From an optimization exercise on the open Yosys and OpenROAD flow, aimed at a short achievable clock period; shortcuts taken in it are not production practice.
No activity file was given, so power comes from the tool's default toggle rates.

==> module memory, before the edit <==
module memory #(
    parameter LB = 4,
    parameter NP = 1 << (8 - LB),
    parameter NL = 1 << LB
) (
    input  wire          clk,
    input  wire [NP-1:0] wsel,       
    input  wire [NL-1:0] lo_oh,      
    input  wire [7:0]    wdata,      
    input  wire [LB-1:0] lo_new,     
    input  wire [NP-1:0] s_new,      
    input  wire          s_old,      
    input  wire          s_wb,       
    input  wire          we,         
    output reg  [7:0]    data_out,   
    output reg  [7:0]    hold        
);
    reg [7:0] mem [0:255];
    reg [7:0] pn [0:NP-1];
    reg [7:0] ma_old;
    reg [7:0] wb;
    integer i, j;
    always @(posedge clk)
        for (i = 0; i < 256; i = i + 1)
            if (wsel[i / NL] && lo_oh[i % NL]) mem[i] <= wdata;
    always @(posedge clk)
        for (j = 0; j < NP; j = j + 1)
            pn[j] <= mem[(j << LB) | lo_new];
    reg [7:0] m_at_a;
    always @(*) begin
        m_at_a = (ma_old & {8{s_old}}) | (wb & {8{s_wb}});
        for (j = 0; j < NP; j = j + 1)
            m_at_a = m_at_a | (pn[j] & {8{s_new[j]}});
    end
    always @(*) begin
        data_out = (ma_old & {8{s_old & !we}}) | (wb & {8{s_wb & !we}}) | (hold & {8{we}});
        for (j = 0; j < NP; j = j + 1)
            data_out = data_out | (pn[j] & {8{s_new[j] & !we}});
    end
    always @(posedge clk) begin
        ma_old <= m_at_a;
        wb <= wdata;
        hold <= data_out;
    end
endmodule
==> module cpu, before the edit <==
module cpu (
    input wire clk,               
    input wire reset,             
    input wire [15:0] instr,      
    output reg [7:0] result       
);
    localparam LB = 3;
    localparam NP = 1 << (8 - LB);
    localparam NL = 1 << LB;
    wire [2:0] op  = instr[14:12];
    wire [3:0] rd  = instr[11:8];
    wire [7:0] imm = instr[7:0];
    wire is_li  = (op == 3'b000);
    wire is_st  = (op == 3'b001);
    wire is_ld  = (op == 3'b010);
    wire is_add = (op == 3'b011);
    wire we_nx  = is_li | is_st | is_add;
    reg          write_enable;    
    reg [7:0]    addr;            
    reg [NP-1:0] wsel;            
    reg [NP-1:0] a_hi_oh;         
    reg [NL-1:0] a_lo_oh;         
    reg [NP-1:0] s_new;           
    reg          s_old, s_wb;
    reg [7:0]    dsel;            
    reg [3:0]    dest_reg;        
    reg [3:0]    dest_q;          
    reg [7:0]    reg_write_data;  
    reg [7:0]    operand2;        
    reg [7:0]    add_g, add_p;    
    wire [7:0]   op1_nx;          
    wire [7:0]   operand1;        
    wire [7:0]   data_out;        
    wire [7:0]   alu_result;      
    wire [7:0]   hold;            
    wire new_a = !reset && (is_st || is_ld);
    wire new_d = !reset && !op[2];
    wire          a_hit  = write_enable && (addr == imm);
    wire          sel_wb = new_a ? a_hit : write_enable;
    wire [NP-1:0] hi_new = {{(NP-1){1'b0}}, 1'b1} << imm[7:LB];
    memory #(.LB(LB)) mem_inst (
        .clk(clk), .wsel(wsel), .lo_oh(a_lo_oh),
        .wdata(reg_write_data), .lo_new(imm[LB-1:0]),
        .s_new(s_new), .s_old(s_old), .s_wb(s_wb),
        .we(write_enable),
        .data_out(data_out), .hold(hold)
    );
    register reg_file (
        .clk(clk), .dsel(dsel), .dlow(dest_q[2:0]), .dvalid(!dest_q[3]), .wdata(reg_write_data),
        .new_d(new_d), .rd(rd), .op1(operand1), .op1_nx(op1_nx)
    );
    alu alu_inst (.g(add_g), .p(add_p), .result(alu_result));
    wire [7:0] b_nx = (!reset && is_add) ? imm : operand2;
    always @(posedge clk or posedge reset) begin
        if (reset) begin
            result <= 8'b0;
            write_enable <= 1'b0;
            wsel <= {NP{1'b0}};
        end else begin
            write_enable <= we_nx;
            wsel <= we_nx ? (new_a ? hi_new : a_hi_oh) : {NP{1'b0}};
            if (is_ld)  result <= data_out;
            if (is_add) result <= alu_result;
        end
    end
    always @(posedge clk) begin
        s_new <= (new_a && !sel_wb) ? hi_new : {NP{1'b0}};
        s_old <= !new_a && !sel_wb;
        s_wb  <= sel_wb;
        add_g <= op1_nx & b_nx;
        add_p <= op1_nx ^ b_nx;
        dest_q <= new_d ? rd : dest_reg;
    end
    always @(posedge clk) begin
        if (!reset) begin
            case (op)
                3'b000: reg_write_data <= imm;
                3'b001: reg_write_data <= operand1;
                3'b010: reg_write_data <= data_out;
                3'b011: begin
                    reg_write_data <= alu_result;
                    operand2 <= imm;
                end
                default: ;
            endcase
            if (new_d) begin
                dsel <= rd[3] ? 8'b0 : (8'b1 << rd[2:0]);
                dest_reg <= rd;
            end
            if (new_a) begin
                addr <= imm;
                a_hi_oh <= hi_new;
                a_lo_oh <= {{(NL-1){1'b0}}, 1'b1} << imm[LB-1:0];
            end
        end
    end
endmodule
clock: 4.0 ns
lec_check: 0
cap_margin: 20
core_margin: 2
core_utilization: 40
setup_slack_margin: 2.4
slew_margin: 20
run.sh (not shown) runs the stock make flow with config.mk's settings and CLKGATE_MAP_FILE= SYNTH_SCRIPT=/design/flow/synth_recipe.tcl, a recipe that flattens the netlist after the stock synthesis.
Edit:
--- a/flow/design.v
+++ b/flow/design.v
@@ -66,15 +66,12 @@
     always @(*) begin
         m_at_a = (ma_old & {8{s_old}}) | (wb & {8{s_wb}});
         for (j = 0; j < NP; j = j + 1)
             m_at_a = m_at_a | (pn[j] & {8{s_new[j]}});
     end
-    always @(*) begin
-        data_out = (ma_old & {8{s_old & !we}}) | (wb & {8{s_wb & !we}}) | (hold & {8{we}});
-        for (j = 0; j < NP; j = j + 1)
-            data_out = data_out | (pn[j] & {8{s_new[j] & !we}});
-    end
+    always @(*)
+        data_out = we ? hold : m_at_a;
     always @(posedge clk) begin
         ma_old <= m_at_a;
         wb <= wdata;
         hold <= data_out;
     end
@@ -104,11 +101,13 @@
     reg [NP-1:0] s_new;           
     reg          s_old, s_wb;
     reg [7:0]    dsel;            
     reg [3:0]    dest_reg;        
     reg [3:0]    dest_q;          
-    reg [7:0]    reg_write_data;  
+    reg [7:0]    w_reg;           
+    reg          w_h;             
+    wire [7:0]   reg_write_data;  
     reg [7:0]    operand2;        
     reg [7:0]    add_g, add_p;    
     wire [7:0]   op1_nx;          
     wire [7:0]   operand1;        
     wire [7:0]   data_out;        
@@ -129,10 +128,11 @@
     register reg_file (
         .clk(clk), .dsel(dsel), .dlow(dest_q[2:0]), .dvalid(!dest_q[3]), .wdata(reg_write_data),
         .new_d(new_d), .rd(rd), .op1(operand1), .op1_nx(op1_nx)
     );
     alu alu_inst (.g(add_g), .p(add_p), .result(alu_result));
+    assign reg_write_data = w_h ? hold : w_reg;
     wire [7:0] b_nx = (!reset && is_add) ? imm : operand2;
     always @(posedge clk or posedge reset) begin
         if (reset) begin
             result <= 8'b0;
             write_enable <= 1'b0;
@@ -149,22 +149,24 @@
         s_old <= !new_a && !sel_wb;
         s_wb  <= sel_wb;
         add_g <= op1_nx & b_nx;
         add_p <= op1_nx ^ b_nx;
         dest_q <= new_d ? rd : dest_reg;
+        w_h <= !reset && is_ld;
     end
     always @(posedge clk) begin
-        if (!reset) begin
+        if (reset)
+            w_reg <= reg_write_data;
+        else begin
             case (op)
-                3'b000: reg_write_data <= imm;
-                3'b001: reg_write_data <= operand1;
-                3'b010: reg_write_data <= data_out;
+                3'b000: w_reg <= imm;
+                3'b001: w_reg <= operand1;
                 3'b011: begin
-                    reg_write_data <= alu_result;
+                    w_reg <= alu_result;
                     operand2 <= imm;
                 end
-                default: ;
+                default: w_reg <= reg_write_data;
             endcase
             if (new_d) begin
                 dsel <= rd[3] ? 8'b0 : (8'b1 << rd[2:0]);
                 dest_reg <= rd;
             end
What happened:
- global-route usage goes up by 6.0 points
- count of clock-buffer cells in the layout goes down by 49
- cell area goes up by about 13%
- worst hold slack gets worse by 0.17 ns
- fmax goes up by 4.6%
- flip-flop and latch count goes up by 1
- wire length goes up by about 30%
- worst setup slack gets better by 0.11 ns
- clock power goes down by about 6%
- sequential power goes up by 8.6%
- sequential share of layout area goes down by 8.2 points
- register-to-register slack gets better by 0.11 ns
- non-clock buffer count goes up by 630
No functional check of the RTL was part of any run of this note.

static timing again, ports no longer ideal:
In the flow no input, the clock included, has a driving cell. The finished layouts below were timed again as built, in two steps. Step 1, drivers: a clkbuf_16 drives clk and a buf_2 each remaining input, both assumed. Step 2, shift: input delay + t, output delay - t, t = (earliest + latest rising clock arrival at the registers) / 2. This alone moves slack from input paths to output paths. Slacks: ideal / step 1 / step 2; pairs: ideal / step 1.
| run | shift t [ns] | setup slack, ns | clock arrival spread, ns |
|---|---|---|---|
| the first run | 0.990 | 1.470 / 1.470 / 1.398 | 0.068 / 0.069 |
| the second run | 0.976 | 1.582 / 1.582 / 1.347 | 0.079 / 0.079 |
After both steps every run listed still meets setup and hold. For the second run, which loses most, drivers alone change the setup slack by 0.000 ns; drivers and shift together by -0.235 ns.
